This is an optimization exercise on Yosys and OpenROAD, whose aim is small area and a short achievable clock period, not a production implementation.
Only simulation tests tie the RTL to the original design; equivalence was not proved.

**flow/flow/run.sh**
```bash
#!/bin/bash
# Layout flow: the standard synthesis, then the synthesized netlist is
# replaced by the gate-level netlist that flow/gen.py builds for the same RTL
# (same registers, names and cell types, taken from the standard synthesis),
# then the standard flow from floorplan to finish. Port buffers use
# buf_1. Falls back to the standard flow if the netlist cannot be built.
set -u
R=orfs/results/sky130hd/matrix_mul_sa_pipe/base
export BUFFER_PORTS_ARGS="-buffer_cell sky130_fd_sc_hd__buf_1"
if bash standard.sh synth > synth.log 2>&1 \
   && cp $R/1_2_yosys.v std_synth.v \
   && python3 flow/gen.py net std_synth.v gen_netlist.v > gen.log 2>&1; then
    cp gen_netlist.v $R/1_2_yosys.v
    rm -f $R/1_synth.odb $R/1_synth.sdc
    echo "using generated netlist" > flow_choice.log
else
    echo "generated netlist failed; standard flow" > flow_choice.log
fi
bash standard.sh > layout.log 2>&1
```
**flow/standard.sh**
```bash
#!/bin/bash
# synth_recipe.tcl (not shown) runs the flow's synth.tcl, then flattens the netlist and writes it again
# the make line also repeats each setting of config.mk as NAME=value (left out here)
make -C /OpenROAD-flow-scripts/flow DESIGN_CONFIG=/design/flow/config.mk WORK_HOME=/design/flow/orfs CLKGATE_MAP_FILE= SYNTH_SCRIPT=/design/flow/synth_recipe.tcl "${@:-finish}"
```
**flow/constraint.sdc**
```tcl
create_clock -name core_clock -period 5.5 [get_ports {clk}]
set_input_delay 1.1000 -clock core_clock [delete_from_list [all_inputs] [get_ports {clk}]]
set_output_delay 1.1000 -clock core_clock [all_outputs]
set_load 0.01 [all_outputs]
```
**flow/design.v**
```verilog
module pe (
    input                    clk,
    input                    load,
    input                    nload,
    input  signed [7:0]      a,
    input         [11:0]      b,
    output reg signed [16:0] acc
);
    wire p3;
    wire p6;
    wire p9;
    wire p12;
    wire p15;
    wire p18;
    wire p21;
    wire p24;
    wire p27;
    wire p30;
    wire p33;
    wire p36;
    wire p39;
    wire p42;
    wire p45;
    wire p48;
    wire p51;
    wire p54;
    wire p57;
    wire p60;
    wire p63;
    wire p66;
    wire p69;
    wire p72;
    wire p75;
    wire p78;
    wire p81;
    wire p84;
    wire p87;
    wire p90;
    wire p93;
    wire p96;
    wire p99;
    wire p102;
    wire p105;
    wire p108;
    wire s111;
    wire c112;
    wire s115;
    wire c116;
    wire s119;
    wire c120;
    wire s123;
    wire c124;
    wire s127;
    wire c128;
    wire s131;
    wire c132;
    wire s135;
    wire c136;
    wire s139;
    wire c140;
    wire s143;
    wire c144;
    wire s147;
    wire c148;
    wire s151;
    wire c152;
    wire s155;
    wire c156;
    wire s159;
    wire c160;
    wire s163;
    wire c164;
    wire s167;
    wire c168;
    wire s171;
    wire c172;
    wire s175;
    wire c176;
    wire s179;
    wire c180;
    wire s183;
    wire c184;
    wire s187;
    wire c188;
    wire s191;
    wire c192;
    wire s195;
    wire c196;
    wire s199;
    wire c200;
    wire s203;
    wire c204;
    wire s207;
    wire c208;
    wire s211;
    wire c212;
    wire s215;
    wire c216;
    wire s219;
    wire c220;
    wire s223;
    wire c224;
    wire s227;
    wire c228;
    wire s231;
    wire c232;
    wire s235;
    wire c236;
    wire s239;
    wire c240;
    wire s243;
    wire c244;
    wire s247;
    wire c248;
    wire s251;
    wire c252;
    reg q0_0;
    reg q0_1;
    reg q1_1;
    reg q0_2;
    reg q1_2;
    reg q0_3;
    reg q1_3;
    reg q0_4;
    reg q1_4;
    reg q0_5;
    reg q1_5;
    reg q0_6;
    reg q1_6;
    reg q0_7;
    reg q1_7;
    reg q0_8;
    reg q1_8;
    reg q0_9;
    reg q1_9;
    reg q0_10;
    reg q1_10;
    reg q0_11;
    reg q1_11;
    reg q0_12;
    reg q1_12;
    reg q0_13;
    reg q1_13;
    reg q0_14;
    assign p3 = (b[0] & a[0]) ^ b[8];
    assign p6 = ((b[0] & a[1]) | (b[4] & a[0])) ^ b[8];
    assign p9 = ((b[0] & a[2]) | (b[4] & a[1])) ^ b[8];
    assign p12 = ((b[0] & a[3]) | (b[4] & a[2])) ^ b[8];
    assign p15 = ((b[0] & a[4]) | (b[4] & a[3])) ^ b[8];
    assign p18 = ((b[0] & a[5]) | (b[4] & a[4])) ^ b[8];
    assign p21 = ((b[0] & a[6]) | (b[4] & a[5])) ^ b[8];
    assign p24 = ((b[0] & a[7]) | (b[4] & a[6])) ^ b[8];
    assign p27 = ~(((b[0] & a[7]) | (b[4] & a[7])) ^ b[8]);
    assign p30 = (b[1] & a[0]) ^ b[9];
    assign p33 = ((b[1] & a[1]) | (b[5] & a[0])) ^ b[9];
    assign p36 = ((b[1] & a[2]) | (b[5] & a[1])) ^ b[9];
    assign p39 = ((b[1] & a[3]) | (b[5] & a[2])) ^ b[9];
    assign p42 = ((b[1] & a[4]) | (b[5] & a[3])) ^ b[9];
    assign p45 = ((b[1] & a[5]) | (b[5] & a[4])) ^ b[9];
    assign p48 = ((b[1] & a[6]) | (b[5] & a[5])) ^ b[9];
    assign p51 = ((b[1] & a[7]) | (b[5] & a[6])) ^ b[9];
    assign p54 = ~(((b[1] & a[7]) | (b[5] & a[7])) ^ b[9]);
    assign p57 = (b[2] & a[0]) ^ b[10];
    assign p60 = ((b[2] & a[1]) | (b[6] & a[0])) ^ b[10];
    assign p63 = ((b[2] & a[2]) | (b[6] & a[1])) ^ b[10];
    assign p66 = ((b[2] & a[3]) | (b[6] & a[2])) ^ b[10];
    assign p69 = ((b[2] & a[4]) | (b[6] & a[3])) ^ b[10];
    assign p72 = ((b[2] & a[5]) | (b[6] & a[4])) ^ b[10];
    assign p75 = ((b[2] & a[6]) | (b[6] & a[5])) ^ b[10];
    assign p78 = ((b[2] & a[7]) | (b[6] & a[6])) ^ b[10];
    assign p81 = ~(((b[2] & a[7]) | (b[6] & a[7])) ^ b[10]);
    assign p84 = (b[3] & a[0]) ^ b[11];
    assign p87 = ((b[3] & a[1]) | (b[7] & a[0])) ^ b[11];
    assign p90 = ((b[3] & a[2]) | (b[7] & a[1])) ^ b[11];
    assign p93 = ((b[3] & a[3]) | (b[7] & a[2])) ^ b[11];
    assign p96 = ((b[3] & a[4]) | (b[7] & a[3])) ^ b[11];
    assign p99 = ((b[3] & a[5]) | (b[7] & a[4])) ^ b[11];
    assign p102 = ((b[3] & a[6]) | (b[7] & a[5])) ^ b[11];
    assign p105 = ((b[3] & a[7]) | (b[7] & a[6])) ^ b[11];
    assign p108 = ~(((b[3] & a[7]) | (b[7] & a[7])) ^ b[11]);
    assign s111 = p3 ^ b[8];
    assign c112 = p3 & b[8];
    assign s115 = b[11] ^ p21;
    assign c116 = b[11] & p21;
    assign s119 = p24 ^ p45;
    assign c120 = p24 & p45;
    assign s123 = p27 ^ p48;
    assign c124 = p27 & p48;
    assign s127 = b[10] ^ p15;
    assign c128 = b[10] & p15;
    assign s131 = p18 ^ p39;
    assign c132 = p18 & p39;
    assign s135 = p42 ^ p63 ^ p84;
    assign c136 = (p42 & p63) | (p42 & p84) | (p63 & p84);
    assign s139 = p66 ^ p87 ^ s119;
    assign c140 = (p66 & p87) | (p66 & s119) | (p87 & s119);
    assign s143 = p69 ^ p90 ^ s123;
    assign c144 = (p69 & p90) | (p69 & s123) | (p90 & s123);
    assign s147 = p51 ^ p72 ^ p93;
    assign c148 = (p51 & p72) | (p51 & p93) | (p72 & p93);
    assign s151 = p54 ^ p75;
    assign c152 = p54 & p75;
    assign s155 = b[9] ^ p9;
    assign c156 = b[9] & p9;
    assign s159 = p12 ^ p33;
    assign c160 = p12 & p33;
    assign s163 = p36 ^ p57 ^ s127;
    assign c164 = (p36 & p57) | (p36 & s127) | (p57 & s127);
    assign s167 = p60 ^ s131 ^ c128;
    assign c168 = (p60 & s131) | (p60 & c128) | (s131 & c128);
    assign s171 = s115 ^ c132 ^ s135;
    assign c172 = (s115 & c132) | (s115 & s135) | (c132 & s135);
    assign s175 = c116 ^ c136 ^ s139;
    assign c176 = (c116 & c136) | (c116 & s139) | (c136 & s139);
    assign s179 = c120 ^ s143 ^ c140;
    assign c180 = (c120 & s143) | (c120 & c140) | (s143 & c140);
    assign s183 = c124 ^ s147 ^ c144;
    assign c184 = (c124 & s147) | (c124 & c144) | (s147 & c144);
    assign s187 = p96 ^ s151 ^ c148;
    assign c188 = (p96 & s151) | (p96 & c148) | (s151 & c148);
    assign s191 = p78 ^ p99 ^ c152;
    assign c192 = (p78 & p99) | (p78 & c152) | (p99 & c152);
    assign s195 = p81 ^ p102;
    assign c196 = p81 & p102;
    assign s199 = acc[1] ^ (q0_1);
    assign c200 = acc[1] & (q0_1);
    assign s203 = acc[2] ^ (q0_2) ^ (q1_2);
    assign c204 = (acc[2] & (q0_2)) | (acc[2] & (q1_2)) | ((q0_2) & (q1_2));
    assign s207 = acc[3] ^ (q0_3) ^ (q1_3);
    assign c208 = (acc[3] & (q0_3)) | (acc[3] & (q1_3)) | ((q0_3) & (q1_3));
    assign s211 = acc[4] ^ (q0_4) ^ (q1_4);
    assign c212 = (acc[4] & (q0_4)) | (acc[4] & (q1_4)) | ((q0_4) & (q1_4));
    assign s215 = acc[5] ^ (q0_5) ^ (q1_5);
    assign c216 = (acc[5] & (q0_5)) | (acc[5] & (q1_5)) | ((q0_5) & (q1_5));
    assign s219 = acc[6] ^ (q0_6) ^ (q1_6);
    assign c220 = (acc[6] & (q0_6)) | (acc[6] & (q1_6)) | ((q0_6) & (q1_6));
    assign s223 = acc[7] ^ (q0_7) ^ (q1_7);
    assign c224 = (acc[7] & (q0_7)) | (acc[7] & (q1_7)) | ((q0_7) & (q1_7));
    assign s227 = acc[8] ^ (q0_8) ^ (q1_8);
    assign c228 = (acc[8] & (q0_8)) | (acc[8] & (q1_8)) | ((q0_8) & (q1_8));
    assign s231 = acc[9] ^ (q0_9) ^ (q1_9);
    assign c232 = (acc[9] & (q0_9)) | (acc[9] & (q1_9)) | ((q0_9) & (q1_9));
    assign s235 = acc[10] ^ (q0_10) ^ (q1_10);
    assign c236 = (acc[10] & (q0_10)) | (acc[10] & (q1_10)) | ((q0_10) & (q1_10));
    assign s239 = acc[11] ^ (q0_11) ^ (q1_11);
    assign c240 = (acc[11] & (q0_11)) | (acc[11] & (q1_11)) | ((q0_11) & (q1_11));
    assign s243 = acc[12] ^ (q0_12) ^ (q1_12);
    assign c244 = (acc[12] & (q0_12)) | (acc[12] & (q1_12)) | ((q0_12) & (q1_12));
    assign s247 = acc[13] ^ (q0_13) ^ (q1_13);
    assign c248 = (acc[13] & (q0_13)) | (acc[13] & (q1_13)) | ((q0_13) & (q1_13));
    assign s251 = acc[14] ^ (q0_14);
    assign c252 = acc[14] & (q0_14);
    always @(posedge clk) begin
        q0_0 <= s111;
        q0_1 <= p6;
        q1_1 <= c112;
        q0_2 <= p30;
        q1_2 <= s155;
        q0_3 <= s159;
        q1_3 <= c156;
        q0_4 <= s163;
        q1_4 <= c160;
        q0_5 <= s167;
        q1_5 <= c164;
        q0_6 <= s171;
        q1_6 <= c168;
        q0_7 <= s175;
        q1_7 <= c172;
        q0_8 <= s179;
        q1_8 <= c176;
        q0_9 <= s183;
        q1_9 <= c180;
        q0_10 <= s187;
        q1_10 <= c184;
        q0_11 <= s191;
        q1_11 <= c188;
        q0_12 <= s195;
        q1_12 <= c192;
        q0_13 <= p105;
        q1_13 <= c196;
        q0_14 <= p108;
    end
    wire [16:0] r0 = {acc[16], acc[15], s251, s247, s243, s239, s235, s231, s227, s223, s219, s215, s211, s207, s203, (q1_1), acc[0]};
    wire [16:0] r1 = {1'b0, c252, c248, c244, c240, c236, c232, c228, c224, c220, c216, c212, c208, c204, c200, s199, (q0_0)};
    wire [16:0] sum = r0 + r1;
    always @(posedge clk) begin
        acc[0] <= ~load & sum[0];
        acc[1] <= ~load & sum[1];
        acc[2] <= ~load & sum[2];
        acc[3] <= ~load & sum[3];
        acc[4] <= ~load & sum[4];
        acc[5] <= ~load & sum[5];
        acc[6] <= ~load & sum[6];
        acc[7] <= ~load & sum[7];
        acc[8] <= ~nload | sum[8];
        acc[9] <= ~load & sum[9];
        acc[10] <= ~load & sum[10];
        acc[11] <= ~load & sum[11];
        acc[12] <= ~load & sum[12];
        acc[13] <= ~load & sum[13];
        acc[14] <= ~load & sum[14];
        acc[15] <= ~load & sum[15];
        acc[16] <= ~nload | sum[16];
    end
endmodule
module matrix_mul_sa_pipe #(
    parameter DW = 8
)(
    input                    clk,
    input                    rst_n,
    input                    start,
    input  signed [DW-1:0]   x_1, x_2, x_3, y_1, y_2, y_3,
    output                   p11_v, p1221_v, p132231_v, p3223_v, p33_v,
    output signed [2*DW:0]   p_1_1, p_1_2, p_1_3, p_2_1, p_2_2, p_2_3, p_3_1, p_3_2, p_3_3
);
    reg [1:0] ph;
    reg       run;
    reg       v0, v1, v2;
    always @(posedge clk or negedge rst_n) begin
        if (!rst_n) begin
            ph  <= 2'd0;
            run <= 1'b0;
            v0  <= 1'b0;
            v1  <= 1'b0;
            v2  <= 1'b0;
        end else begin
            ph  <= ph + {1'b0, start};
            run <= run | (start & (ph == 2'd3));
            v0  <= start & run & (ph == 2'd0);
            v1  <= start & run & (ph == 2'd1);
            v2  <= start & run & (ph == 2'd2);
        end
    end
    assign p11_v     = v0;
    assign p1221_v   = v1;
    assign p132231_v = v2;
    assign p3223_v   = v2;
    assign p33_v     = v2;
    reg signed [DW-1:0] x1d1, x1d2, x1d3, x2d1, x2d2, x3d1;
    reg        [11:0] y1d1, y1d2, y1d3, y2d1, y2d2, y3d1;
    wire [11:0] ye1 = {y_1[7], y_1[5], y_1[3], y_1[1], ((y_1[7] ^ y_1[6]) & ~(y_1[6] ^ y_1[5])), ((y_1[5] ^ y_1[4]) & ~(y_1[4] ^ y_1[3])), ((y_1[3] ^ y_1[2]) & ~(y_1[2] ^ y_1[1])), (y_1[1] & ~y_1[0]), (y_1[6] ^ y_1[5]), (y_1[4] ^ y_1[3]), (y_1[2] ^ y_1[1]), y_1[0]};
    wire [11:0] ye2 = {y_2[7], y_2[5], y_2[3], y_2[1], ((y_2[7] ^ y_2[6]) & ~(y_2[6] ^ y_2[5])), ((y_2[5] ^ y_2[4]) & ~(y_2[4] ^ y_2[3])), ((y_2[3] ^ y_2[2]) & ~(y_2[2] ^ y_2[1])), (y_2[1] & ~y_2[0]), (y_2[6] ^ y_2[5]), (y_2[4] ^ y_2[3]), (y_2[2] ^ y_2[1]), y_2[0]};
    wire [11:0] ye3 = {y_3[7], y_3[5], y_3[3], y_3[1], ((y_3[7] ^ y_3[6]) & ~(y_3[6] ^ y_3[5])), ((y_3[5] ^ y_3[4]) & ~(y_3[4] ^ y_3[3])), ((y_3[3] ^ y_3[2]) & ~(y_3[2] ^ y_3[1])), (y_3[1] & ~y_3[0]), (y_3[6] ^ y_3[5]), (y_3[4] ^ y_3[3]), (y_3[2] ^ y_3[1]), y_3[0]};
    always @(posedge clk) begin
        x1d1 <= x_1; x1d2 <= x1d1; x1d3 <= x1d2;
        x2d1 <= x_2; x2d2 <= x2d1;
        x3d1 <= x_3;
        y1d1 <= ye1; y1d2 <= y1d1; y1d3 <= y1d2;
        y2d1 <= ye2; y2d2 <= y2d1;
        y3d1 <= ye3;
    end
    wire [1:0] ph_nx = ph + {1'b0, start};
    reg ld1, ld2, ld3, nld1, nld2, nld3;
    always @(posedge clk) begin
        ld1  <= (ph_nx == 2'd1);
        ld2  <= (ph_nx == 2'd2);
        ld3  <= (ph_nx == 2'd3);
        nld1 <= (ph_nx != 2'd1);
        nld2 <= (ph_nx != 2'd2);
        nld3 <= (ph_nx != 2'd3);
    end
    pe pe_11 (.clk(clk), .load(ld1), .nload(nld1), .a(x1d1), .b(y1d1), .acc(p_1_1));
    pe pe_12 (.clk(clk), .load(ld2), .nload(nld2), .a(x1d2), .b(y2d1), .acc(p_1_2));
    pe pe_13 (.clk(clk), .load(ld3), .nload(nld3), .a(x1d3), .b(y3d1), .acc(p_1_3));
    pe pe_21 (.clk(clk), .load(ld2), .nload(nld2), .a(x2d1), .b(y1d2), .acc(p_2_1));
    pe pe_22 (.clk(clk), .load(ld3), .nload(nld3), .a(x2d2), .b(y2d2), .acc(p_2_2));
    pe pe_23 (.clk(clk), .load(ld3), .nload(nld3), .a(x2d2), .b(y3d1), .acc(p_2_3));
    pe pe_31 (.clk(clk), .load(ld3), .nload(nld3), .a(x3d1), .b(y1d3), .acc(p_3_1));
    pe pe_32 (.clk(clk), .load(ld3), .nload(nld3), .a(x3d1), .b(y2d2), .acc(p_3_2));
    pe pe_33 (.clk(clk), .load(ld3), .nload(nld3), .a(x3d1), .b(y3d1), .acc(p_3_3));
endmodule
```
**flow/flow/gen.py**
```python
#!/usr/bin/env python3
"""Generator for the 3x3 streaming matrix multiplier.

  python3 gen.py rtl OUTDIR            write OUTDIR/pe.v and OUTDIR/matrix_mul_sa_pipe.v
  python3 gen.py net STD.v OUT.v       write a gate-level sky130hd netlist of the same
                                       design to OUT.v, taking register instance names
                                       and cell types from the standard synthesis STD.v

The RTL and the netlist come from one description, so they match at every
register: the netlist only chooses cells and signal polarities.

Each PE(i,j) is a two-stage multiply-accumulate unit. Stage 1 forms the
Baugh-Wooley partial products of a*b and reduces them with a Dadda tree of
full/half adders to T1 rows, which are registered (some bits inverted).
Stage 2 adds those rows to base = load ? 3K : acc, with K the Baugh-Wooley
constant, so three products after a load acc holds their exact sum.
"""
import re
import sys

W = 17                      # accumulator width
T1 = 2                      # rows left after stage 1
PREFIX = "sk"                # carry-propagate adder: "ks" Kogge-Stone, "sk" Sklansky,
                             # "hc" Han-Carlson
MULT = "booth"              # "bw" Baugh-Wooley array, "booth" radix-4 Booth on b
if MULT == "bw":
    K = (1 << 16) + (1 << 15) + (1 << 8)          # a*b = tree + K (mod 2^17)
else:
    K = -((1 << 8) + (1 << 10) + (1 << 12) + (1 << 14))
K3 = (3 * K) % (1 << W)
BW = 12 if MULT == "booth" else 8                 # width of a stored b operand

# rough delays (ns) used only to order adder inputs
D_FA, D_HA, D_INV, D_G = 0.42, 0.25, 0.05, 0.12


# ----------------------------------------------------------------------------
# logical signals carry an RTL expression name and, in the netlist, a literal
# (net, pol): the net holds the value when pol == 0 and its complement when 1.
class Sig:
    def __init__(self, rtl, net, pol, t):
        self.rtl, self.net, self.pol, self.t = rtl, net, pol, t


class Builder:
    def __init__(self, prefix):
        self.prefix = prefix
        self.rtl = []          # RTL assigns
        self.rtl_wires = []
        self.cells = []        # (type, {pin: net})
        self.nets = []
        self.n = 0
        self.invs = {}

    def wire(self, kind):
        self.n += 1
        return f"{kind}{self.n}"

    def net(self):
        self.n += 1
        name = f"{self.prefix}n{self.n}"
        self.nets.append(name)
        return name

    def cell(self, typ, **pins):
        self.cells.append((typ, pins))

    def lit(self, s, pol):
        """net carrying s's value xor pol"""
        if s.pol == pol:
            return s.net
        if s.net not in self.invs:
            y = self.net()
            self.cell("inv_1", A=s.net, Y=y)
            self.invs[s.net] = y
        return self.invs[s.net]

    def rtl_assign(self, expr, kind="w"):
        name = self.wire(kind)
        self.rtl_wires.append(name)
        self.rtl.append(f"    assign {name} = {expr};")
        return name

    # --- adders on logical signals
    def fa(self, x, y, z):
        pols = [x.pol, y.pol, z.pol]
        p = 1 if sum(pols) >= 2 else 0
        t = max(s.t + (D_INV if s.pol != p else 0) for s in (x, y, z))
        a, b, c = (self.lit(s, p) for s in (x, y, z))
        so, co = self.net(), self.net()
        self.cell("fa_1", A=a, B=b, CIN=c, SUM=so, COUT=co)
        rs = self.rtl_assign(f"{x.rtl} ^ {y.rtl} ^ {z.rtl}", "s")
        rc = self.rtl_assign(f"({x.rtl} & {y.rtl}) | ({x.rtl} & {z.rtl}) | ({y.rtl} & {z.rtl})", "c")
        return Sig(rs, so, p, t + D_FA), Sig(rc, co, p, t + D_FA)

    def ha(self, x, y):
        t = max(x.t, y.t)
        so, co = self.net(), self.net()
        if x.pol == 0 and y.pol == 0:
            self.cell("ha_1", A=x.net, B=y.net, SUM=so, COUT=co)
            t += D_HA
        elif x.pol == 1 and y.pol == 1:
            self.cell("xnor2_1", A=x.net, B=y.net, Y=so)       # ~(~x ^ ~y) = ~(x ^ y)
            self.cell("or2_1", A=x.net, B=y.net, X=co)         # ~x | ~y = ~(x & y)
            t += D_G + 0.05
            rs = self.rtl_assign(f"{x.rtl} ^ {y.rtl}", "s")
            rc = self.rtl_assign(f"{x.rtl} & {y.rtl}", "c")
            return Sig(rs, so, 1, t), Sig(rc, co, 1, t)
        else:
            if x.pol == 1:
                x, y = y, x                                     # x true, y inverted
            self.cell("xnor2_1", A=x.net, B=y.net, Y=so)       # ~(x ^ ~y) = x ^ y
            self.cell("nor2b_1", A=y.net, B_N=x.net, Y=co)     # ~(~y) & x = x & y
            t += D_G + 0.05
        rs = self.rtl_assign(f"{x.rtl} ^ {y.rtl}", "s")
        rc = self.rtl_assign(f"{x.rtl} & {y.rtl}", "c")
        return Sig(rs, so, 0, t), Sig(rc, co, 0, t)

    def reduce(self, cols, final):
        """Dadda reduction of columns of Sig to at most `final` bits each."""
        ncol = len(cols)
        d = [2]
        while d[-1] < max(len(x) for x in cols):
            d.append(d[-1] * 3 // 2)
        targets = [t for t in reversed(d[:-1]) if t >= final]
        for target in targets:
            new_cols = [[] for _ in range(ncol)]
            carries = [[] for _ in range(ncol + 1)]
            for c in range(ncol):
                bits = sorted(cols[c], key=lambda s: s.t)
                h = len(bits) + len(carries[c])
                out = []
                while h > target:
                    if h - target >= 2 and len(bits) >= 3:
                        # earliest bit plus the two next best matching its polarity
                        first = bits[0]
                        rest = bits[1:]
                        rest.sort(key=lambda s: (s.t + (D_INV if s.pol != first.pol else 0)))
                        grp = [first] + rest[:2]
                        for g in grp:
                            bits.remove(g)
                        s, cy = self.fa(*grp)
                        h -= 2
                    elif len(bits) >= 2:
                        s, cy = self.ha(bits.pop(0), bits.pop(0))
                        h -= 1
                    else:
                        break
                    out.append(s)
                    if c + 1 < ncol:
                        carries[c + 1].append(cy)
                new_cols[c] = bits + out + carries[c]
            cols = new_cols
        return cols


# ----------------------------------------------------------------------------
def build_pe(prefix, a_nets, b_nets, ld_net, nld_net, acc_nets, regnames):
    """Build one PE. Returns (builder, rtl_regs, q_info, acc_d_nets).

    a_nets/b_nets: nets of operand bits (true polarity); acc_nets: Q nets of
    the accumulator flip-flops; regnames: callable giving register nets."""
    B = Builder(prefix)
    cols = [[] for _ in range(W)]
    if MULT == "bw":
        # stage 1: partial products, all carried inverted
        for i in range(8):
            for j in range(8):
                y = B.net()
                if (i == 7) != (j == 7):
                    B.cell("and2_1", A=a_nets[i], B=b_nets[j], X=y)
                    r = B.rtl_assign(f"~(a[{i}] & b[{j}])", "p")
                else:
                    B.cell("nand2_1", A=a_nets[i], B=b_nets[j], Y=y)
                    r = B.rtl_assign(f"a[{i}] & b[{j}]", "p")
                cols[i + j].append(Sig(r, y, 1, D_G))
    else:
        # radix-4 Booth: b arrives encoded as one[k] = b[k], two[k] = b[4+k],
        # neg[k] = b[8+k]; row k = (sel ^ neg) with sel = one & a[j] | two & a[j-1],
        # its top bit inverted (sign extension folded into K), plus neg at 2k
        for k in range(4):
            one, two, neg = b_nets[k], b_nets[4 + k], b_nets[8 + k]
            ro, rt, rn = f"b[{k}]", f"b[{4 + k}]", f"b[{8 + k}]"
            for j in range(9):
                ns = B.net()
                aj = a_nets[min(j, 7)]
                raj = f"a[{min(j, 7)}]"
                if j == 0:
                    B.cell("nand2_1", A=one, B=aj, Y=ns)
                    rsel = f"({ro} & {raj})"
                else:
                    am = a_nets[j - 1]
                    B.cell("a22oi_1", A1=one, A2=aj, B1=two, B2=am, Y=ns)
                    rsel = f"(({ro} & {raj}) | ({rt} & a[{j - 1}]))"
                y = B.net()
                if j < 8:
                    # x = sel ^ neg = ~(nsel ^ neg)
                    B.cell("xnor2_1", A=ns, B=neg, Y=y)
                    r = B.rtl_assign(f"{rsel} ^ {rn}", "p")
                else:
                    # the top bit enters inverted: ~x = nsel ^ neg
                    B.cell("xor2_1", A=ns, B=neg, X=y)
                    r = B.rtl_assign(f"~({rsel} ^ {rn})", "p")
                cols[2 * k + j].append(Sig(r, y, 0, D_G + 0.2))
            cols[2 * k].append(Sig(rn, neg, 0, 0.0))
        # column 0 holds x[0][0] and neg[0]; add them here so that no stage-1
        # register is a plain copy of an operand bit
        s0, c0 = B.ha(cols[0][0], cols[0][1])
        cols[0] = [s0]
        cols[1].append(c0)
    cols = B.reduce(cols, T1)
    # registered rows: register q{k}_{c} holds the row bit, inverted when its
    # literal is inverted (so the flip-flop needs no inverter)
    qregs = []       # (regname, rtl expr for D, d_net, pol)
    qsigs = [[] for _ in range(W)]
    for c in range(W):
        assert len(cols[c]) <= T1
        for k, s in enumerate(cols[c]):
            name = f"q{k}_{c}"
            expr = f"~{s.rtl}" if s.pol else s.rtl
            qnet = regnames(name)
            qregs.append((name, expr, s.net))
            qsigs[c].append(Sig(f"({'~' if s.pol else ''}{name})", qnet, s.pol, 0.0))
    # stage 2: base, nand2/nor2 give base inverted
    cols2 = [[] for _ in range(W)]
    for c in range(W):
        cols2[c].append(Sig(f"acc[{c}]", acc_nets[c], 0, 0.0))
        cols2[c].extend(qsigs[c])
    cols2 = B.reduce(cols2, 2)
    # carry-propagate adder: Sklansky prefix with polarity tracking
    g, p, h = [], [], []
    for c in range(W):
        bits = cols2[c]
        if len(bits) == 2:
            u, v = bits
            # generate g = u & v, propagate p = u | v (prefix), half sum h = u ^ v
            gn, pn, hn = B.net(), B.net(), B.net()
            if u.pol == 0 and v.pol == 0:
                B.cell("nand2_1", A=u.net, B=v.net, Y=gn)
                gs = Sig(None, gn, 1, 0)
                B.cell("nor2_1", A=u.net, B=v.net, Y=pn)
                ps = Sig(None, pn, 1, 0)
                B.cell("xor2_1", A=u.net, B=v.net, X=hn)
                hs = Sig(None, hn, 0, 0)
            elif u.pol == 1 and v.pol == 1:
                B.cell("nor2_1", A=u.net, B=v.net, Y=gn)
                gs = Sig(None, gn, 0, 0)
                B.cell("nand2_1", A=u.net, B=v.net, Y=pn)
                ps = Sig(None, pn, 0, 0)
                B.cell("xor2_1", A=u.net, B=v.net, X=hn)
                hs = Sig(None, hn, 0, 0)
            else:
                if u.pol == 1:
                    u, v = v, u
                B.cell("nor2b_1", A=v.net, B_N=u.net, Y=gn)
                gs = Sig(None, gn, 0, 0)
                B.cell("nand2b_1", A_N=u.net, B=v.net, Y=pn)
                ps = Sig(None, pn, 0, 0)
                B.cell("xnor2_1", A=u.net, B=v.net, Y=hn)
                hs = Sig(None, hn, 0, 0)
            g.append(gs)
            p.append(ps)
            h.append(hs)
        elif len(bits) == 1:
            g.append(None)
            p.append(bits[0])
            h.append(bits[0])
        else:
            g.append(None)
            p.append(None)
            h.append(None)
    # rtl for stage 2 result rows
    r0 = [cols2[c][0].rtl if len(cols2[c]) > 0 else "1'b0" for c in range(W)]
    r1 = [cols2[c][1].rtl if len(cols2[c]) > 1 else "1'b0" for c in range(W)]

    def combine(hi, lo):
        """(G,P) of hi range combined with lower range lo; None means 0 for G."""
        Gh, Ph = hi
        Gl, Pl = lo
        if Gl is None:
            G = Gh
        elif Ph is None:
            G = Gh
        elif Gh is None:
            # G = Ph & Gl
            G = and_sig(B, Ph, Gl)
        else:
            G = aoi_sig(B, Gh, Ph, Gl)
        if Ph is None or Pl is None:
            P = None
        else:
            P = and_sig(B, Ph, Pl)
        return (G, P)

    # prefix over bits 0..W-2 (carries into bits 1..W-1)
    n = W - 1
    node = [(g[i], p[i]) for i in range(n)]
    lvl = 1
    while lvl < n:
        new = list(node)
        for i in range(n):
            if PREFIX == "sk" and (i // lvl) % 2 == 1:
                new[i] = combine(node[i], node[(i // lvl) * lvl - 1])
            elif PREFIX == "ks" and i >= lvl:
                new[i] = combine(node[i], node[i - lvl])
            elif PREFIX == "hc" and i % 2 == 1 and i >= lvl:
                new[i] = combine(node[i], node[i - lvl])
        node = new
        lvl *= 2
    if PREFIX == "hc":
        # Han-Carlson: odd bits went through Kogge-Stone; even bits take one more level
        for i in range(2, n, 2):
            node[i] = combine(node[i], node[i - 1])
    carry = [None] + [node[i][0] for i in range(n)]
    # acc D = clr ? K3 : sum; ns = ~sum bit, then nor2(clr, ns) = ~clr & sum
    # or nand2(nclr, ns) = clr | sum
    acc_d = []
    for c in range(W):
        hs, cs = h[c], carry[c]
        if hs is None and cs is None:
            raise RuntimeError("constant sum bit")
        if cs is None:
            ns = B.lit(hs, 1)
        elif hs is None:
            ns = B.lit(cs, 1)
        else:
            ns = B.net()
            if hs.pol == cs.pol:
                B.cell("xnor2_1", A=hs.net, B=cs.net, Y=ns)
            else:
                B.cell("xor2_1", A=hs.net, B=cs.net, X=ns)
        y = B.net()
        if (K3 >> c) & 1:
            B.cell("nand2_1", A=nld_net, B=ns, Y=y)
        else:
            B.cell("nor2_1", A=ld_net, B=ns, Y=y)
        acc_d.append(y)
    return B, qregs, r0, r1, acc_d


def and_sig(B, x, y):
    """x & y with polarity tracking."""
    o = B.net()
    if x.pol == 0 and y.pol == 0:
        B.cell("nand2_1", A=x.net, B=y.net, Y=o)
        return Sig(None, o, 1, 0)
    if x.pol == 1 and y.pol == 1:
        B.cell("nor2_1", A=x.net, B=y.net, Y=o)
        return Sig(None, o, 0, 0)
    if x.pol == 1:
        x, y = y, x
    # x true, y inverted: x & ~ny
    B.cell("nor2b_1", A=y.net, B_N=x.net, Y=o)
    return Sig(None, o, 0, 0)


def aoi_sig(B, gh, ph, gl):
    """gh | (ph & gl) with polarity tracking."""
    o = B.net()
    pols = [gh.pol, ph.pol, gl.pol]
    pol = 1 if sum(pols) >= 2 else 0
    a1, a2, b1 = B.lit(ph, pol), B.lit(gl, pol), B.lit(gh, pol)
    if pol == 0:
        B.cell("a21oi_1", A1=a1, A2=a2, B1=b1, Y=o)
        return Sig(None, o, 1, 0)
    # inputs inverted: ~G = ngh & (nph | ngl) -> G = o21ai
    B.cell("o21ai_1", A1=a1, A2=a2, B1=b1, Y=o)
    return Sig(None, o, 0, 0)


# ----------------------------------------------------------------------------
PES = [  # name, a operand reg, b operand reg, load strobe pair
    ("pe_11", "x1d1", "y1d1", "1"),
    ("pe_12", "x1d2", "y2d1", "2"),
    ("pe_13", "x1d3", "y3d1", "3"),
    ("pe_21", "x2d1", "y1d2", "2"),
    ("pe_22", "x2d2", "y2d2", "3"),
    ("pe_23", "x2d2", "y3d1", "3"),
    ("pe_31", "x3d1", "y1d3", "3"),
    ("pe_32", "x3d1", "y2d2", "3"),
    ("pe_33", "x3d1", "y3d1", "3"),
]
# load strobe pairs: (ld register, nld register, phase of ph_nx, nld reset kind)
STROBES = {
    "1": ("ld1", "nld1", 1, None),
    "2": ("ld2", "nld2", 2, None),
    "3": ("ld3", "nld3", 3, None),
}
OPREGS = [("x1d1", "x_1"), ("x1d2", "x1d1"), ("x1d3", "x1d2"),
          ("x2d1", "x_2"), ("x2d2", "x2d1"), ("x3d1", "x_3"),
          ("y1d1", "y_1"), ("y1d2", "y1d1"), ("y1d3", "y1d2"),
          ("y2d1", "y_2"), ("y2d2", "y2d1"), ("y3d1", "y_3")]


def pe_template():
    """Build the PE once with placeholder nets to get its RTL."""
    a = [f"a[{i}]" for i in range(8)]
    b = [f"b[{i}]" for i in range(BW)]
    acc = [f"acc[{i}]" for i in range(W)]
    return build_pe("t_", a, b, "load", "nload", acc, lambda q: q)


def write_rtl(outdir):
    B, qregs, r0, r1, _ = pe_template()
    o = []
    o.append("// Generated by gen/gen.py (see gen/README.md): two-stage signed 8x8")
    o.append("// multiply-accumulate unit. Stage 1 reduces the " + ("Baugh-Wooley" if MULT == "bw" else "radix-4 Booth") + " partial products")
    o.append(f"// of a*b with a Dadda tree to {T1} rows and registers them (bits marked ~ are")
    o.append("// stored inverted). Stage 2 adds the rows to acc, or sets acc to 3K when load")
    o.append("// (nload = ~load) is high, where K is the constant left out of stage 1, so")
    o.append("// three products after a load acc holds their exact sum (mod 2^17).")
    o.append("module pe (")
    o.append("    input                    clk,")
    o.append("    input                    load,")
    o.append("    input                    nload,")
    o.append("    input  signed [7:0]      a,")
    o.append(f"    input         [{BW - 1}:0]      b,")
    o.append("    output reg signed [16:0] acc")
    o.append(");")
    for w in B.rtl_wires:
        o.append(f"    wire {w};")
    for name, _, _ in qregs:
        o.append(f"    reg {name};")
    o.extend(B.rtl)
    o.append("    always @(posedge clk) begin")
    for name, expr, _ in qregs:
        o.append(f"        {name} <= {expr};")
    o.append("    end")
    o.append("    wire [16:0] r0 = {" + ", ".join(reversed(r0)) + "};")
    o.append("    wire [16:0] r1 = {" + ", ".join(reversed(r1)) + "};")
    o.append("    wire [16:0] sum = r0 + r1;")
    o.append("    always @(posedge clk) begin")
    for c in range(W):
        if (K3 >> c) & 1:
            o.append(f"        acc[{c}] <= ~nload | sum[{c}];")
        else:
            o.append(f"        acc[{c}] <= ~load & sum[{c}];")
    o.append("    end")
    o.append("endmodule")
    open(f"{outdir}/pe.v", "w").write("\n".join(o) + "\n")
    open(f"{outdir}/matrix_mul_sa_pipe.v", "w").write(top_rtl())


def booth_enc_exprs(y):
    """RTL expressions of the 12 stored Booth bits of port y: one[0..3],
    two[0..3], neg[0..3]."""
    one, two, nneg = [], [], []
    for k in range(4):
        if k == 0:
            one.append(f"{y}[0]")
            two.append(f"({y}[1] & ~{y}[0])")
        else:
            one.append(f"({y}[{2 * k}] ^ {y}[{2 * k - 1}])")
            two.append(f"(({y}[{2 * k + 1}] ^ {y}[{2 * k}]) & ~({y}[{2 * k}] ^ {y}[{2 * k - 1}]))")
        nneg.append(f"{y}[{2 * k + 1}]")
    return one + two + nneg


def top_rtl():
    t = TOP_RTL.replace("@BW1@", str(BW - 1))
    if MULT == "booth":
        enc = ["    // y operands are stored radix-4 Booth encoded: bits 3:0 one, 7:4 two,",
               "    // 11:8 sign of each digit"]
        for i in (1, 2, 3):
            ex = booth_enc_exprs(f"y_{i}")
            enc.append(f"    wire [11:0] ye{i} = {{" + ", ".join(reversed(ex)) + "};")
        t = t.replace("@YENC@", "\n".join(enc) + "\n")
        for i in (1, 2, 3):
            t = t.replace(f"@Y{i}@", f"ye{i}")
    else:
        t = t.replace("@YENC@", "")
        for i in (1, 2, 3):
            t = t.replace(f"@Y{i}@", f"y_{i}")
    return t


TOP_RTL = """// 3x3 matrix multiplier on a skewed stream, one matrix pair every 4 cycles.
module matrix_mul_sa_pipe #(
    parameter DW = 8
)(
    input                    clk,
    input                    rst_n,
    input                    start,
    input  signed [DW-1:0]   x_1, x_2, x_3, y_1, y_2, y_3,
    output                   p11_v, p1221_v, p132231_v, p3223_v, p33_v,
    output signed [2*DW:0]   p_1_1, p_1_2, p_1_3, p_2_1, p_2_2, p_2_3, p_3_1, p_3_2, p_3_3
);
    // window phase: ph = cycle mod 4 once start is high; run set from cycle 4;
    // results of window n are valid in cycles 4n+5, 4n+6, 4n+7
    reg [1:0] ph;
    reg       run;
    reg       v0, v1, v2;
    always @(posedge clk or negedge rst_n) begin
        if (!rst_n) begin
            ph  <= 2'd0;
            run <= 1'b0;
            v0  <= 1'b0;
            v1  <= 1'b0;
            v2  <= 1'b0;
        end else begin
            ph  <= ph + {1'b0, start};
            run <= run | (start & (ph == 2'd3));
            v0  <= start & run & (ph == 2'd0);
            v1  <= start & run & (ph == 2'd1);
            v2  <= start & run & (ph == 2'd2);
        end
    end
    assign p11_v     = v0;
    assign p1221_v   = v1;
    assign p132231_v = v2;
    assign p3223_v   = v2;
    assign p33_v     = v2;

    // operand delay lines (no reset: only values from the current stream are used)
    reg signed [DW-1:0] x1d1, x1d2, x1d3, x2d1, x2d2, x3d1;
    reg        [@BW1@:0] y1d1, y1d2, y1d3, y2d1, y2d2, y3d1;
@YENC@    always @(posedge clk) begin
        x1d1 <= x_1; x1d2 <= x1d1; x1d3 <= x1d2;
        x2d1 <= x_2; x2d2 <= x2d1;
        x3d1 <= x_3;
        y1d1 <= @Y1@; y1d2 <= y1d1; y1d3 <= y1d2;
        y2d1 <= @Y2@; y2d2 <= y2d1;
        y3d1 <= @Y3@;
    end

    // PE(i,j) accumulates in phases max(i,j) + 1 .. max(i,j) + 3; in phase
    // max(i,j), after its result was shown, it is set to its start value. The
    // load strobes (and their complements) are registered from the next phase.
    wire [1:0] ph_nx = ph + {1'b0, start};
    reg ld1, ld2, ld3, nld1, nld2, nld3;
    always @(posedge clk) begin
        ld1  <= (ph_nx == 2'd1);
        ld2  <= (ph_nx == 2'd2);
        ld3  <= (ph_nx == 2'd3);
        nld1 <= (ph_nx != 2'd1);
        nld2 <= (ph_nx != 2'd2);
        nld3 <= (ph_nx != 2'd3);
    end

    pe pe_11 (.clk(clk), .load(ld1), .nload(nld1), .a(x1d1), .b(y1d1), .acc(p_1_1));
    pe pe_12 (.clk(clk), .load(ld2), .nload(nld2), .a(x1d2), .b(y2d1), .acc(p_1_2));
    pe pe_13 (.clk(clk), .load(ld3), .nload(nld3), .a(x1d3), .b(y3d1), .acc(p_1_3));
    pe pe_21 (.clk(clk), .load(ld2), .nload(nld2), .a(x2d1), .b(y1d2), .acc(p_2_1));
    pe pe_22 (.clk(clk), .load(ld3), .nload(nld3), .a(x2d2), .b(y2d2), .acc(p_2_2));
    pe pe_23 (.clk(clk), .load(ld3), .nload(nld3), .a(x2d2), .b(y3d1), .acc(p_2_3));
    pe pe_31 (.clk(clk), .load(ld3), .nload(nld3), .a(x3d1), .b(y1d3), .acc(p_3_1));
    pe pe_32 (.clk(clk), .load(ld3), .nload(nld3), .a(x3d1), .b(y2d2), .acc(p_3_2));
    pe pe_33 (.clk(clk), .load(ld3), .nload(nld3), .a(x3d1), .b(y3d1), .acc(p_3_3));
endmodule
"""


# ----------------------------------------------------------------------------
PORT_NETS = {"p11_v", "p1221_v", "p132231_v", "p3223_v", "p33_v"}


def esc(name):
    return "\\" + name + " "


def write_net(std_path, out_path):
    # registers of the standard synthesis: base name -> (instance name, cell)
    std = {}
    for m in re.finditer(r"(sky130_fd_sc_hd__d\w+)\s+\\(\S+)\s*\(", open(std_path).read()):
        cell, inst = m.group(1), m.group(2)
        base = inst.split("$")[0]
        std[base] = (inst, cell)
    cells = []       # (type, inst, pins)
    nets = set()
    regs_used = {}

    def reg(base, d, q, reset=None):
        if base not in std:
            raise RuntimeError(f"register {base} not in standard synthesis")
        inst, cell = std[base]
        if reset is True:
            reset = "r"
        want = {None: "dfxtp", "r": "dfrtp", "s": "dfstp"}[reset]
        if not cell.startswith(f"sky130_fd_sc_hd__{want}"):
            raise RuntimeError(f"register {base} is {cell}, expected {want}")
        pins = {"CLK": "clk", "D": d, "Q": q}
        if reset == "r":
            pins["RESET_B"] = "rst_n"
        elif reset == "s":
            pins["SET_B"] = "rst_n"
        cells.append((cell[len("sky130_fd_sc_hd__"):], esc(inst), pins))
        regs_used[base] = True

    cnt = [0]

    def gate(typ, **pins):
        cnt[0] += 1
        cells.append((typ, f"_g{cnt[0]}_", pins))

    def net(name):
        nets.add(name)
        return name

    # operand registers
    opq = {}
    for r, src in OPREGS:
        opq[r] = [net(f"{r}_q{i}") for i in range(BW if r[0] == "y" else 8)]
    enc = {}
    if MULT == "booth":
        for yi in ("y_1", "y_2", "y_3"):
            e = [net(f"{yi}_e{i}") for i in range(12)]
            b = [f"{yi}[{i}]" for i in range(8)]
            for k in range(4):
                e[8 + k] = b[2 * k + 1]          # sign bits are stored as they come
                if k == 0:
                    e[0] = b[0]
                    gate("nor2b_1", A=b[0], B_N=b[1], Y=e[4])
                else:
                    x = net(f"{yi}_x{k}")
                    gate("xor2_1", A=b[2 * k], B=b[2 * k - 1], X=e[k])
                    gate("xnor2_1", A=b[2 * k + 1], B=b[2 * k], Y=x)
                    gate("nor2_1", A=e[k], B=x, Y=e[4 + k])
            enc[yi] = e
    for r, src in OPREGS:
        for i in range(len(opq[r])):
            if src in enc:
                d = enc[src][i]
            elif src.startswith(("x_", "y_")):
                d = f"{src}[{i}]"
            else:
                d = opq[src][i]
            reg(f"{r}[{i}]", d, opq[r][i])
    # control
    ph = [net("ph_q0"), net("ph_q1")]
    run, v0, v1 = net("run_q"), "p11_v", "p1221_v"
    v2 = "p132231_v"
    phd = [net("ph_d0"), net("ph_d1")]
    t0 = net("ph_t")
    gate("xor2_1", A="ph_q0", B="start", X=phd[0])
    gate("and2_1", A="ph_q0", B="start", X=t0)
    gate("xor2_1", A="ph_q1", B=t0, X=phd[1])
    reg("ph[0]", phd[0], ph[0], True)
    reg("ph[1]", phd[1], ph[1], True)
    rund = net("run_d")
    gate("a31o_1", A1="start", A2=ph[0], A3=ph[1], B1=run, X=rund)
    reg("run", rund, run, True)
    for v, vd, g in ((v0, "v0_d", None), (v1, "v1_d", None), (v2, "v2_d", None)):
        net(vd)
    gate("and4bb_1", A_N=ph[0], B_N=ph[1], C="start", D=run, X="v0_d")
    gate("and4b_1", A_N=ph[1], B=ph[0], C="start", D=run, X="v1_d")
    gate("and4b_1", A_N=ph[0], B=ph[1], C="start", D=run, X="v2_d")
    reg("v0", "v0_d", v0, True)
    reg("v1", "v1_d", v1, True)
    reg("v2", "v2_d", v2, True)
    gate("buf_1", A=v2, X="p3223_v")
    gate("buf_1", A=v2, X="p33_v")
    # ph_nx == 2, 3, 0 and complements
    for n_ in ("eq1", "ne1", "eq2", "ne2", "eq3", "ne3"):
        net(n_)
    gate("nor2b_1", A=phd[1], B_N=phd[0], Y="eq1")         # ph_nx == 1
    gate("nand2b_1", A_N=phd[1], B=phd[0], Y="ne1")
    gate("nor2b_1", A=phd[0], B_N=phd[1], Y="eq2")         # ph_nx == 2
    gate("nand2b_1", A_N=phd[0], B=phd[1], Y="ne2")
    gate("and2_1", A=phd[0], B=phd[1], X="eq3")            # ph_nx == 3
    gate("nand2_1", A=phd[0], B=phd[1], Y="ne3")
    ld, nld = {}, {}
    for key, (lr, nr, ph_, nk) in STROBES.items():
        ld[key] = net(f"{lr}_q")
        nld[key] = net(f"{nr}_q")
        if lr not in regs_used:
            reg(lr, f"eq{ph_}", ld[key])
        reg(nr, f"ne{ph_}", nld[key], nk)
    # PEs
    outname = {"pe_11": "p_1_1", "pe_12": "p_1_2", "pe_13": "p_1_3",
               "pe_21": "p_2_1", "pe_22": "p_2_2", "pe_23": "p_2_3",
               "pe_31": "p_3_1", "pe_32": "p_3_2", "pe_33": "p_3_3"}
    for name, ra, rb, grp in PES:
        acc = [f"{outname[name]}[{c}]" for c in range(W)]
        qnets = {}

        def regnames(q, name=name, qnets=qnets):
            qnets[q] = net(f"{name}_{q}")
            return qnets[q]
        B, qregs, _, _, acc_d = build_pe(f"{name}_", opq[ra], opq[rb], ld[grp], nld[grp], acc, regnames)
        for n_ in B.nets:
            nets.add(n_)
        for typ, pins in B.cells:
            cnt[0] += 1
            cells.append((typ, f"_g{cnt[0]}_", pins))
        for q, expr, dnet in qregs:
            reg(f"{name}.{q}", dnet, qnets[q])
        for c in range(W):
            reg(f"{name}.acc[{c}]", acc_d[c], acc[c])
    # drop gates whose outputs drive nothing (registers always stay)
    outs = ("X", "Y", "SUM", "COUT")
    while True:
        used = set()
        for typ, inst, pins in cells:
            for k, v in pins.items():
                if k not in outs and k != "Q":
                    used.add(v)
        keep = []
        for cell in cells:
            typ, inst, pins = cell
            o_ = [v for k, v in pins.items() if k in outs]
            if o_ and not typ.startswith("d") and not any(v in used or v in PORT_NETS or v.startswith("p_") for v in o_):
                continue
            keep.append(cell)
        if len(keep) == len(cells):
            break
        cells[:] = keep
    # size flip-flops by fanout (the drive strength may differ from synthesis)
    fo = {}
    for typ, inst, pins in cells:
        for k, v in pins.items():
            if k not in ("X", "Y", "Q", "SUM", "COUT"):
                fo[v] = fo.get(v, 0) + 1
    for idx, (typ, inst, pins) in enumerate(cells):
        if typ.startswith(("dfxtp", "dfrtp", "dfstp")):
            n_ = fo.get(pins["Q"], 0)
            if n_ > 12:
                cells[idx] = (typ[:5] + "_4", inst, pins)
            elif n_ > 5:
                cells[idx] = (typ[:5] + "_2", inst, pins)
    missing = set(std) - set(regs_used)
    if missing:
        raise RuntimeError(f"standard registers not built: {sorted(missing)[:5]}")
    # write
    o = []
    ports = ["clk", "rst_n", "start", "x_1", "x_2", "x_3", "y_1", "y_2", "y_3",
             "p11_v", "p1221_v", "p132231_v", "p3223_v", "p33_v"] + \
            [f"p_{i}_{j}" for i in (1, 2, 3) for j in (1, 2, 3)]
    o.append("module matrix_mul_sa_pipe(" + ", ".join(ports) + ");")
    for p_ in ("clk", "rst_n", "start"):
        o.append(f"  input {p_};")
    for p_ in ("x_1", "x_2", "x_3", "y_1", "y_2", "y_3"):
        o.append(f"  input [7:0] {p_};")
    for p_ in ("p11_v", "p1221_v", "p132231_v", "p3223_v", "p33_v"):
        o.append(f"  output {p_};")
    for i in (1, 2, 3):
        for j in (1, 2, 3):
            o.append(f"  output [16:0] p_{i}_{j};")
    for n_ in sorted(nets):
        o.append(f"  wire {n_};")
    for typ, inst, pins in cells:
        conns = ", ".join(f".{k}({v})" for k, v in pins.items())
        o.append(f"  sky130_fd_sc_hd__{typ} {inst}({conns});")
    o.append("endmodule")
    open(out_path, "w").write("\n".join(o) + "\n")
    from collections import Counter
    cc = Counter(t for t, _, _ in cells)
    sys.stderr.write("cells: " + ", ".join(f"{k} {v}" for k, v in sorted(cc.items())) + "\n")


if __name__ == "__main__":
    if sys.argv[1] == "rtl":
        write_rtl(sys.argv[2])
    elif sys.argv[1] == "net":
        write_net(sys.argv[2], sys.argv[3])
```
**flow/config.mk**
```make
export PLATFORM = sky130hd
export DESIGN_NAME = matrix_mul_sa_pipe
export DESIGN_NICKNAME = matrix_mul_sa_pipe
export VERILOG_FILES = /design/flow/design.v
export SDC_FILE = /design/flow/constraint.sdc
export NUM_CORES = 4
export LEC_CHECK = 0
export CAP_MARGIN = 20
export CORE_MARGIN = 2
export CORE_UTILIZATION = 40
export CTS_BUF_LIST = sky130_fd_sc_hd__clkbuf_16
export CTS_CLUSTER_DIAMETER = 80
export CTS_CLUSTER_SIZE = 25
export SETUP_SLACK_MARGIN = 3.2
export SLEW_MARGIN = 20
export TNS_END_PERCENT = 100
```
==> results of run 1 <==
## cell usage in the layout (no fill, tap or decap), drive strengths merged, types with 8 or more instances in the layout
| cell | n |
|---|---|
| nor2 | 360 |
| o21ai | 162 |
| a21oi | 126 |
| clkbuf | 54 |
| buf | 231 |
| xor2 | 281 |
| clkinv | 8 |
| fa | 216 |
| xnor2 | 351 |
| inv | 103 |
| ha | 108 |
| nor2b | 50 |
| nand2 | 226 |
| dfxtp | 531 |
| a22oi | 288 |
## stage by stage
| stage | instance area [um2] | hold WS [ns] | worst slack (ns) | instances |
|---|---|---|---|---|
| finish | 32900 | 0.381 | 3.25 | 4064 |
| global placement | 30800 | 0.374 | 3.00 | 3962 |
| global route | 32900 | 0.371 | 3.15 | 4064 |
| detailed placement | 30800 | 0.367 | 2.94 | 3962 |
| CTS | 32300 | 0.346 | 3.20 | 4029 |
| floorplan | 28800 | 0.358 | 3.35 | 2805 |
## per-layer routing
layer | track usage, % | vias to the layer above | part of all wire (%)
met2 | 30.5 | 432 | 47
met3 | 3.03 | 80 | 5.3
met4 | 5.06 | 0 | 2.4
met5 | 0 | - | 0
met1 | 25.1 | 9698 | 45
li1 | - | 9981 | -
## area by class of cell
| class | instances | area share [%] |
|---|---|---|
| clock buffers | 37 | 2.82 |
| clock inverters | 26 | 1.05 |
| inverters | 90 | 1.03 |
| multi-input cells | 2176 | 53.9 |
| flip-flops and latches | 537 | 33.8 |
| well taps | 950 | 3.62 |
| repair buffers | 248 | 3.80 |
## flip-flops by register name, indices dropped and copies added (netlist names), 8 cells and up
register and count:
pe_12.acc 17, x1d3 8, pe_22.acc 17, x3d1 8
x2d1 8, pe_21.acc 17, x1d1 8, y1d3 12
y2d2 12, pe_13.acc 17, pe_32.acc 17, y1d2 12
y1d1 12, y2d1 12, pe_33.acc 17, pe_31.acc 17
x2d2 8, pe_11.acc 17, y3d1 12, x1d2 8
pe_23.acc 17
## path summary, 6_finish.rpt
path | to | depth (start not counted)
max | p_3_2[13] | 1
min | v2 | 1
max reg2reg | pe_32.q0_8 | 5
min reg2reg | pe_11.acc[8] | 1
max in group asynchronous | ph[0] | 1
min in group core_clock | pe_11.acc[8] | 1
## what timing repair did
action                     CTS  global route
resized for setup           83           104
pin swaps                    0            35
setup endpoints to repair  146           125
buffers inserted             4            35
==> metrics.yaml, run 1 <==
timing:
  setup_viol: 0
  rsz0062_at_grt: "true"
  min_period_over_period_pct: 40.9
  fin_skew_ns: 0.0169
  slew_violations: 0
  fin_crit_ns: 2.25
  tns_ns: 0
  maxSlewHeadroom_pct: 55.2
  hold_viol: 0
  fmax_mhz: 444
  tightest_slew_ns: 0.672
logic_synthesis:
  yosys_warnings: 2
  synth.avg_cell_area_um2: 10.3
  synthCells: 2805
  netlist_area_mm2: 0.0288
  syn_nets: 3180
drt:
  drt_iter0_drc: 1115
  viasPerCell: 4.97
  routed-via-count: 20200
  wl_per_cell_um: 17.3
  drc: 0
  antenna_left: 0
  wirelength_um: 70200
  dr.pass1.iters: 5
global_routing:
  grt_max_degree: 55
  antenna_found_initial: 1
  grt.total_usage_pct: 18.5
  first_global_vias: 20000
  grt_pass1_wl_um: 110000
  gr-total-overflow: 0
worst_setup_path:
  crit_path_start_kind: "register"
  cp_slowest_stage_delay_ns: 0.37
  endpoint_kind: "primary output"
  slowest_stage: "dfxtp_1"
  startpoint: "pe_32.acc[13]"
  cp.required_ns: 4.40
  worstPathMaxFanout: 2
  rr_startpoint: "x3d1[7]"
  cp_cell_sequence: "clkbuf_4"
  r2r_setup_slack_ns: 3.25
  critPathArrivalTime_ns: 1.15
  crit_type: "register to primary output"
  critPathBufInv: 1
  cpLargestDelayFamily: "flip-flops"
die:
  start_util_pct: 40.3
  die_area_mm2: 0.0741
  core-area_mm2: 0.0714
  dieHeight_um: 272
  die_w_um: 272
  ios: 209
  rows: 98
clock_network:
  cts.clk_slew.worst_paths_ns: 0.09
  clock-sinks: 537
  clk_path_buf_depth: 3
  clk_latency_ns: 0.58
  cts_hold_buf: 0
  htreeDepth: 2
  clockRootBuffer: "clkbuf_16"
  cts_tree: "built"
  cts_buffers: 35
cells_and_area:
  diodes: 0
  nFillCells: 6813
  area_growth_pct: 14.1
  layout-drive-gt1-share_pct: 12.6
  nets: 3463
  multiInputGateArea_mm2: 0.0177
  post-route-util_pct: 46.0
  regArea_mm2: 0.0111
job:
  maxCapViolCount: 0
run_status:
  status: "complete, no violations"
placement:
  numPortBuffers: 208
  place.gp.congestion: 0.834
  dpl.hpwl_um: 48700
hold_path:
  min_path_type: "input port to asynchronous set/reset pin"
==> run 2: changes to the inputs <==
--- a/flow/flow/gen.py
+++ b/flow/flow/gen.py
@@ -22,3 +22,3 @@
 T1 = 2                      # rows left after stage 1
-PREFIX = "sk"                # carry-propagate adder: "ks" Kogge-Stone, "sk" Sklansky,
+PREFIX = "hc"                # carry-propagate adder: "ks" Kogge-Stone, "sk" Sklansky,
                              # "hc" Han-Carlson
@@ -715,6 +715,4 @@
             n_ = fo.get(pins["Q"], 0)
-            if n_ > 12:
+            if n_ > 100:
                 cells[idx] = (typ[:5] + "_4", inst, pins)
-            elif n_ > 5:
-                cells[idx] = (typ[:5] + "_2", inst, pins)
     missing = set(std) - set(regs_used)
==> metrics.yaml, run 2 <==
clock_network:
  clockRootBuffer: "clkbuf_16"
  clock-sinks: 537  # unchanged
  cts_hold_buf: 0  # unchanged
  cts_buffers: 31  # -11%
  clk_latency_ns: 0.63  # +0.05 ns
  htreeDepth: 1  # -1
  clk_path_buf_depth: 3  # unchanged
  cts.clk_slew.worst_paths_ns: 0.10  # about the same
  cts_tree: "built"
worst_setup_path:
  cp_slowest_stage_delay_ns: 0.61  # +0.24 ns
  crit_type: "register to register"
  worstPathMaxFanout: 4  # +2
  cp_cell_sequence: "fa_1 -> nor2_2 -> o21ai_1 -> a21oi_2 -> o21ai_1 -> inv_1 -> o21ai_1 -> xnor2_1 -> nor2_1"
  slowest_stage: "fa_1"
  endpoint_kind: "register"
  crit_path_start_kind: "register"
  critPathArrivalTime_ns: 2.76  # +1.61 ns
  crit_path_frequent_cell: "o21ai_1"
  cp.required_ns: 5.99  # +1.59 ns
cells_and_area:
  final_cell_mix: "xnor2_1 (387), nor2_1 (359), dfxtp_1 (340)"
  nFillCells: 6682  # -1.9%
  layout-drive-gt1-share_pct: 15.7  # +3.1 points
  stdcell_count: 3983  # -2.0%
  nets: 3395  # -2.0%
  regArea_mm2: 0.0112  # +0.35%
  multiInputGateArea_mm2: 0.0176  # -0.53%
  post-route-util_pct: 46.3  # +0.24 points
  final_common_cell: "xnor2_1"
  area_growth_pct: 14.6
timing:
  tightest_slew_ns: 0.789  # +0.117 ns
  hold_viol: 0  # unchanged
  fin_crit_ns: 2.28  # +0.0272 ns
  setup_viol: 0  # unchanged
  fmax_mhz: 439  # -1.2%
  min_period_over_period_pct: 41.4  # +0.49 points
  fin_skew_ns: 0.0213  # +0.00444 ns
  tns_ns: 0  # unchanged
  maxSlewHeadroom_pct: 47.4  # -7.8 points
  rsz0062_at_grt: "true"
  slew_violations: 0  # unchanged
logic_synthesis:
  synth.avg_cell_area_um2: 10.2  # -0.32%
  syn_nets: 3135  # -1.4%
  yosys_warnings: 2  # unchanged
  netlist_area_mm2: 0.0282  # -1.9%
  synthCells: 2760  # -1.6%
placement:
  place.gp.congestion: 0.839  # +0.59%
  place_inst: 3913  # -1.2%
  dpl.hpwl_um: 51200  # +5.1%
  numPortBuffers: 208  # unchanged
die:
  rows: 97  # -1.0%
  dieHeight_um: 270  # -0.95%
  ios: 209  # unchanged
  start_util_pct: 40.4  # +0.049 points
  core-area_mm2: 0.0699  # -2.0%
  die_w_um: 270  # -0.95%
  die_area_mm2: 0.0727  # -1.9%
global_routing:
  gr-total-overflow: 0  # unchanged
  grt_max_degree: 67  # +22%
  antenna_found_initial: 5  # +4
  grt_pass1_wl_um: 109000  # -0.55%
  grt.total_usage_pct: 18.7  # +0.24 points
  first_global_vias: 19400  # -3.2%
drt:
  drt_iter0_drc: 1337  # +20%
  routed-via-count: 20100  # -0.24%
  dr.pass1.iters: 5  # unchanged
  wl_per_cell_um: 17.7  # +2.3%
  wirelength_um: 70300  # +0.24%
  viasPerCell: 5.06  # +1.8%
  drc: 0  # unchanged
  antenna_left: 0  # unchanged
job:
  maxCapViolCount: 0  # unchanged
run_status:
  status: "complete, no violations"
hold_path:
  min_path_type: "input port to asynchronous set/reset pin"
## run 2: cell types whose count changed in the layout (fill, tap and decap cells not counted), sizes merged, moves of 18 or more
| cell | previous run | this run |
|---|---|---|
| a21oi | 126 | 99 |
| buf | 231 | 204 |
| inv | 103 | 55 |
| nand2 | 226 | 253 |
| nor2 | 360 | 378 |
| nor2b | 50 | 5 |
| o21ai | 162 | 189 |
| xnor2 | 351 | 387 |
| xor2 | 281 | 245 |
## run 2: final timing paths
path	slack (ns)	from	cells past startpoint	to
hold / removal	0.34	rst_n	1	ph[0]
max in group asynchronous	4.93	rst_n	1	v0
hold reg to reg	0.40	nld1	1	pe_11.acc[8]
setup / recovery	3.22	pe_33.acc[3]	9	pe_33.acc[9]
min in group core_clock	0.40	nld1	1	pe_11.acc[8]
setup reg to reg	3.22	pe_33.acc[3]	9	pe_33.acc[9]
## run 2: per-stage QoR
step                hold slack, ns  cell area (um2)  setup slack (ns)
global placement             0.378            30300              2.93
CTS                          0.313            31700              3.20
floorplan                    0.358            28300              3.22
global route                 0.325            32400              3.10
detailed placement           0.375            30300              2.90
finish                       0.338            32400              3.22
## run 2: per-layer routing
layer,GRT usage [%],vias up,share of wire (%)
met2,30.6,537,47
met3,2.58,84,5.4
met4,5.04,6,2.5
met5,0,-,0.060
met1,26.0,9662,45
li1,-,9854,-
## run 2: cell type report
| class | instances | share of cell area (%) |
|---|---|---|
| timing repair buffer | 229 | 3.86 |
| clock inverter | 22 | 0.688 |
| sequential | 537 | 34.5 |
| clock buffer | 31 | 2.40 |
| inverter | 45 | 0.522 |
| tap | 940 | 3.63 |
| antenna | 3 | 0.0232 |
| multi-input combinational | 2176 | 54.4 |
## run 2: repair_timing
action / 4_1_cts / 5_1_grt
setup buffers: 1 / 13
pin swaps: 0 / 2
resized for setup: 294 / 177
setup endpoints to repair: 221 / 154
## run 2: critical path: cells and delay by family (launching register included)
kind                       cells  cell delay (ns)
xor gates and xnor gates       1             0.14
DFF                            1             0.35
and+or+nand+nor                2             0.12
buffers and inverters          1             0.07
adders and majority gates      1             0.61
AOI/OAI and AO/OA              4             0.84

afterwards: timing with drivers on the ports:
In the flow no input, the clock included, has a driving cell. The finished layouts below were timed again as built, in two steps. Step 1 sets driving cells, clkbuf_16 on the clock port and buf_2 on the other inputs (assumed; they add their load-dependent delay and slew). Step 2 adds t to the input delays and takes it off the output delays; t is the mean of the earliest and latest rising clock arrival at the registers after step 1. Input paths then give back, and output paths get back, about the clock's delay inside the block. Three values: ideal, step 1, step 2; two values: the first two.
run	t, ns	slack for setup (ns)	worst hold slack (ns)	worst setup path at the end
run 1	0.630	3.250 / 3.188 / 3.252	0.381 / 0.360 / 0.387	register to register
run 2	0.684	3.222 / 3.183 / 3.222	0.338 / 0.297 / 0.396	register to register
After both steps every run listed still meets setup and hold.
